This is an optimization exercise on Yosys and OpenROAD, whose aim is small area, not a production implementation. Only simulation tests tie the RTL to the original design; equivalence was not proved. No activity file was given, so power comes from the tool's default toggle rates.

// vgalab1
module vgalab1(
  input clk,             
  input rst_n,           
  input key_jump_n,      
  input key_restart_n,   
  input sw_gray,         
  output [0:6] HEX0, HEX1,   
  output VGA_HS,
  output VGA_VS,
  output VGA_BLANK,
  output [9:0] VGA_R,
  output [9:0] VGA_G,
  output [9:0] VGA_B
);
wire [5:0] xq;
wire [3:0] xr;
wire [5:0] yq;
wire [3:0] yr;
wire [2:0] idx;
wire [9:0] gray;
wire video_on;
vga_sync u1(.clk(clk), .rst_n(rst_n), .xq(xq), .xr(xr), .yq(yq), .yr(yr), .hs(VGA_HS), .vs(VGA_VS));
background background(.clk(clk), .rst_n(rst_n), .jump(key_jump_n), .restart(key_restart_n),
  .xq(xq), .xr(xr), .yq(yq), .yr(yr), .idx(idx), .gray(gray), .video_on(video_on), .HEX0(HEX0), .HEX1(HEX1));
assign VGA_BLANK = VGA_HS & VGA_VS;
assign VGA_R = !video_on ? 10'h000 : sw_gray ? gray : {10{idx[0]}};
assign VGA_G = !video_on ? 10'h000 : sw_gray ? gray : {10{idx[1]}};
assign VGA_B = !video_on ? 10'h000 : sw_gray ? gray : {10{idx[2]}};
endmodule
For scale: about 1,100 cells after synthesis, roughly 52 I/O pins, roughly 0.0069 sq mm of cells after synthesis.
export LEC_CHECK = 0
export ABC_AREA = 1
export CAP_MARGIN = 0
export CORE_MARGIN = 2
export CORE_UTILIZATION = 40
export CTS_BUF_LIST = sky130_fd_sc_hd__clkbuf_8
export GPL_TIMING_DRIVEN = 0
export SLEW_MARGIN = 0
create_clock -name core_clock -period 12.0 [get_ports {clk}]
standard.sh (not shown) runs the stock make flow with config.mk's settings and CLKGATE_MAP_FILE= SYNTH_SCRIPT=/design/flow/synth_recipe.tcl, a recipe that flattens the netlist after the stock synthesis.
==> flow/flow/run.sh <==
#!/bin/bash
# Own layout flow: the standard synthesis, then the combinational logic
# between the registers is mapped again by ABC for area (the registers are
# kept as they are, with their names and cells), then the standard
# layout with single-strength port buffers.
set -euo pipefail
W=$(pwd)
R=$W/orfs/results/$FLOW_PLATFORM/vgalab1/base
LIB=$FLOW_HOME/platforms/$FLOW_PLATFORM/lib/sky130_fd_sc_hd__tt_025C_1v80.lib

# 1. standard synthesis, up to the netlist
bash standard.sh $R/1_2_yosys.v > $W/std_synth.log 2>&1
cp $R/1_2_yosys.v $W/std_1_2_yosys.v

# 2. map the logic between registers again, with several seeds; keep the
#    smallest
DONT=""
for c in $(grep -o "\-dont_use [a-z0-9_]*" $W/orfs/logs/$FLOW_PLATFORM/vgalab1/base/1_2_yosys.log | awk '{print $2}' | sort -u); do
  DONT="$DONT -dont_use $c"
done
reabc() {
  local n=$1 src=$2
  sed "s/@SEED@/$n/" $W/flow/area.abc > $W/area_$n.abc
  cat > $W/reabc_$n.ys <<E2
read_liberty -ignore_miss_func -overwrite $LIB
read_verilog $src
hierarchy -top $FLOW_TOP
setattr -mod -set keep_hierarchy 1 sky130_fd_sc_hd__df* sky130_fd_sc_hd__edf* sky130_fd_sc_hd__sdf* sky130_fd_sc_hd__dl* sky130_fd_sc_hd__conb_*
flatten
opt_clean -purge
tee -o $W/reabc_before_$n.txt stat -liberty $LIB
abc -liberty $LIB $DONT -script $W/area_$n.abc
opt_clean -purge
splitnets
opt_clean -purge
hilomap -singleton -hicell sky130_fd_sc_hd__conb_1 HI -locell sky130_fd_sc_hd__conb_1 LO
insbuf -buf sky130_fd_sc_hd__buf_4 A X
opt_clean -purge
tee -o $W/reabc_after_$n.txt stat -liberty $LIB
read_liberty -lib -ignore_miss_func -overwrite $LIB
check -assert
write_verilog -noattr -nohex -nodec $W/reabc_$n.v
E2
  yosys -l $W/reabc_$n.log -q -s $W/reabc_$n.ys > /dev/null 2>&1 || true
}
# the smallest of the given runs' netlists
pick() {
  local best="" bestarea="" n a
  for n in "$@"; do
    [ -s $W/reabc_$n.v ] || continue
    a=$(grep "Chip area for top module" $W/reabc_after_$n.txt | awk '{print $NF}')
    if [ -z "$best" ] || awk "BEGIN{exit !($a < $bestarea)}"; then best=$n; bestarea=$a; fi
  done
  echo $best
}
# two rounds of four seeds, the second from the first's best
for n in 1 2 3 4; do reabc $n $W/std_1_2_yosys.v & done
wait
b1=$(pick 1 2 3 4)
for n in 5 6 7 8; do reabc $n $W/reabc_$b1.v & done
wait
best=$(pick $b1 5 6 7 8)
echo "chosen: run $best, area $(grep 'Chip area for top module' $W/reabc_after_$best.txt | awk '{print $NF}')" > $W/reabc_choice.txt
cp $W/reabc_$best.v $R/1_2_yosys.v

# 3. standard layout from the new netlist (no dummy clock loads)
bash standard.sh "BUFFER_PORTS_ARGS=-buffer_cell sky130_fd_sc_hd__buf_1" "CTS_ARGS=-sink_clustering_enable -repair_clock_nets -buf_list sky130_fd_sc_hd__clkbuf_8 -dont_use_dummy_load" finish > $W/std_layout.log 2>&1
Other scripts of this flow, unchanged in this note and not shown: flow/flow/area.abc
Change:
--- a/flow/design.v
+++ b/flow/design.v
@@ -136,25 +136,24 @@
 wire n3a = !ge(S, px(133));   
 reg [4:0] mq_k;
 reg [1:0] mc_k;
 reg [9:0] mxo_k;
 wire [4:0] mq = mq_k ^ 5'd5;
 wire [1:0] mc = mc_k ^ 2'd2;
 wire [9:0] mxo = mxo_k ^ px(335);
 reg hit, dis1, dis2, dis3;
 reg [3:0] sf, ss;
 wire [10:0] M = {2'd0, mq, mc[1], mc[0], mc[1], mc[0]};
 wire [10:0] MX = {1'b0, mxo};
 reg ty1, ty2, ty3, by1, by2, by3, my;
-reg g0, gA, gH;
 reg [1:0] tn;
 wire [9:0] kx = (tn == 2'd1) ? (a2 ? {6'd14, 4'd0} : {6'd35, 4'd3}) :
                 (tn == 2'd2) ? (a3 ? {6'd28, 4'd4} : {6'd49, 4'd7}) : 10'd0;
 wire [10:0] kr = add({7'd0, s[3:0]}, {7'd0, kx[3:0]});
 wire kc = ge(kr, 15);
 wire [10:0] krc = kc ? sub(kr, 15) : kr;
 wire [10:0] kq = add(add({5'd0, s[9:4]}, {5'd0, kx[9:4]}), {10'd0, kc});
 wire [9:0] sn = {kq[5:0], krc[3:0]};
 wire [10:0] dn = dsub(mxo, sn);
 wire w84 = tn == 2'd2;
 wire nn = (tn == 2'd1) ? (!a2 || n2a) : (tn == 2'd2) ? (!a3 || n3a) : n1;
 always @(posedge clk or negedge rst_n)
@@ -218,35 +217,35 @@
 	endcase
 reg [4:0] mqd;
 reg [1:0] mcd;
 wire mt1 = (y1 && X == px(400)) || (y0 && X == px(0));
 wire slot_my = mt1 || t == 2'd3;
 wire [10:0] ua = (xr[2] && !slot_my) ? M : Y;
 wire [10:0] ub = slot_my ? M : {2'd0, htab};
 wire [10:0] ud = dsub(ua[9:0], ub[9:0]);
 wire uneg = ud[10];
 wire ud_ge0 = !uneg;
 wire ud_by = sin(ud, -64, -32);       
 wire ud_my = sin(ud, -32, 0) && ge(M, pk(30));
-wire ud_gA = sge(ud, -54);            
-wire ud_gH = sge(ud, -70);            
+wire g0 = ud_ge0;
+wire gA = sge(ud, -54);            
+wire gH = sge(ud, -70);            
 always @(posedge clk)
 	if (slot_my)
 		my <= ud_my;
 	else if (!xr[3])
 		case (xr[2:0])
 		3'd0: begin ty1 <= ud_ge0; by1 <= ud_by; end
 		3'd1: begin ty2 <= ud_ge0; by2 <= ud_by; end
 		3'd2: begin ty3 <= ud_ge0; by3 <= ud_by; end
-		3'd4: begin g0 <= ud_ge0; gA <= ud_gA; gH <= ud_gH; end
 		default: ;
 		endcase
 wire colany = nn && sin(dn, pd(30), w84 ? pd(84) : pd(80)) && g0;
 wire bdn = nn && sin(dn, pd(50), w84 ? pd(64) : pd(60));
 wire mlow = !ge(M, pk(81));
 wire mhigh = ge(M, pk(400));
 wire brA = !jump && !hit;
 wire brB = !brA && !restart;
 wire brC = !brA && restart && mlow;
 wire brD = !brA && restart && !mlow && mhigh;
 wire brE = !brA && restart && !mlow && !mhigh && colany;
 wire brH = !brA && restart && !mlow && !mhigh && !colany;
After rerunning: The changed run passed the timing, design-rule and antenna checks. Worst setup slack improves by 0.037 ns. Clock skew is about the same. Utilization goes up by 0.93 points. Design area fell slightly. Routed wire length drops by a few percent. Power is higher slightly. Clock power shrinks by a few percent. Clock-buffer cell count is unchanged.

==> afterwards: timing with drivers on the ports <==
No port has a modelled driver above. Below, the same layouts with a new extraction and two added sets of constraints. Step 1, drivers: a clkbuf_16 drives clk and a buf_2 each remaining input, both assumed. Step 2 times the ports against the registers' clock, not the clock port: input delays grow and output delays shrink by t, the midpoint of the rising clock arrivals with the driver on. a / b / c = ideal ports / drivers / drivers and shift; a / b = the first two.
run | t, ns | setup slack, ns | worst setup path after step 2
the first run | 0.414 | 0.655 / 0.613 / 1.027 | register to output
the second run | 0.404 | 0.692 / 0.652 / 1.056 | register to output
After both steps every run listed still meets setup and hold.
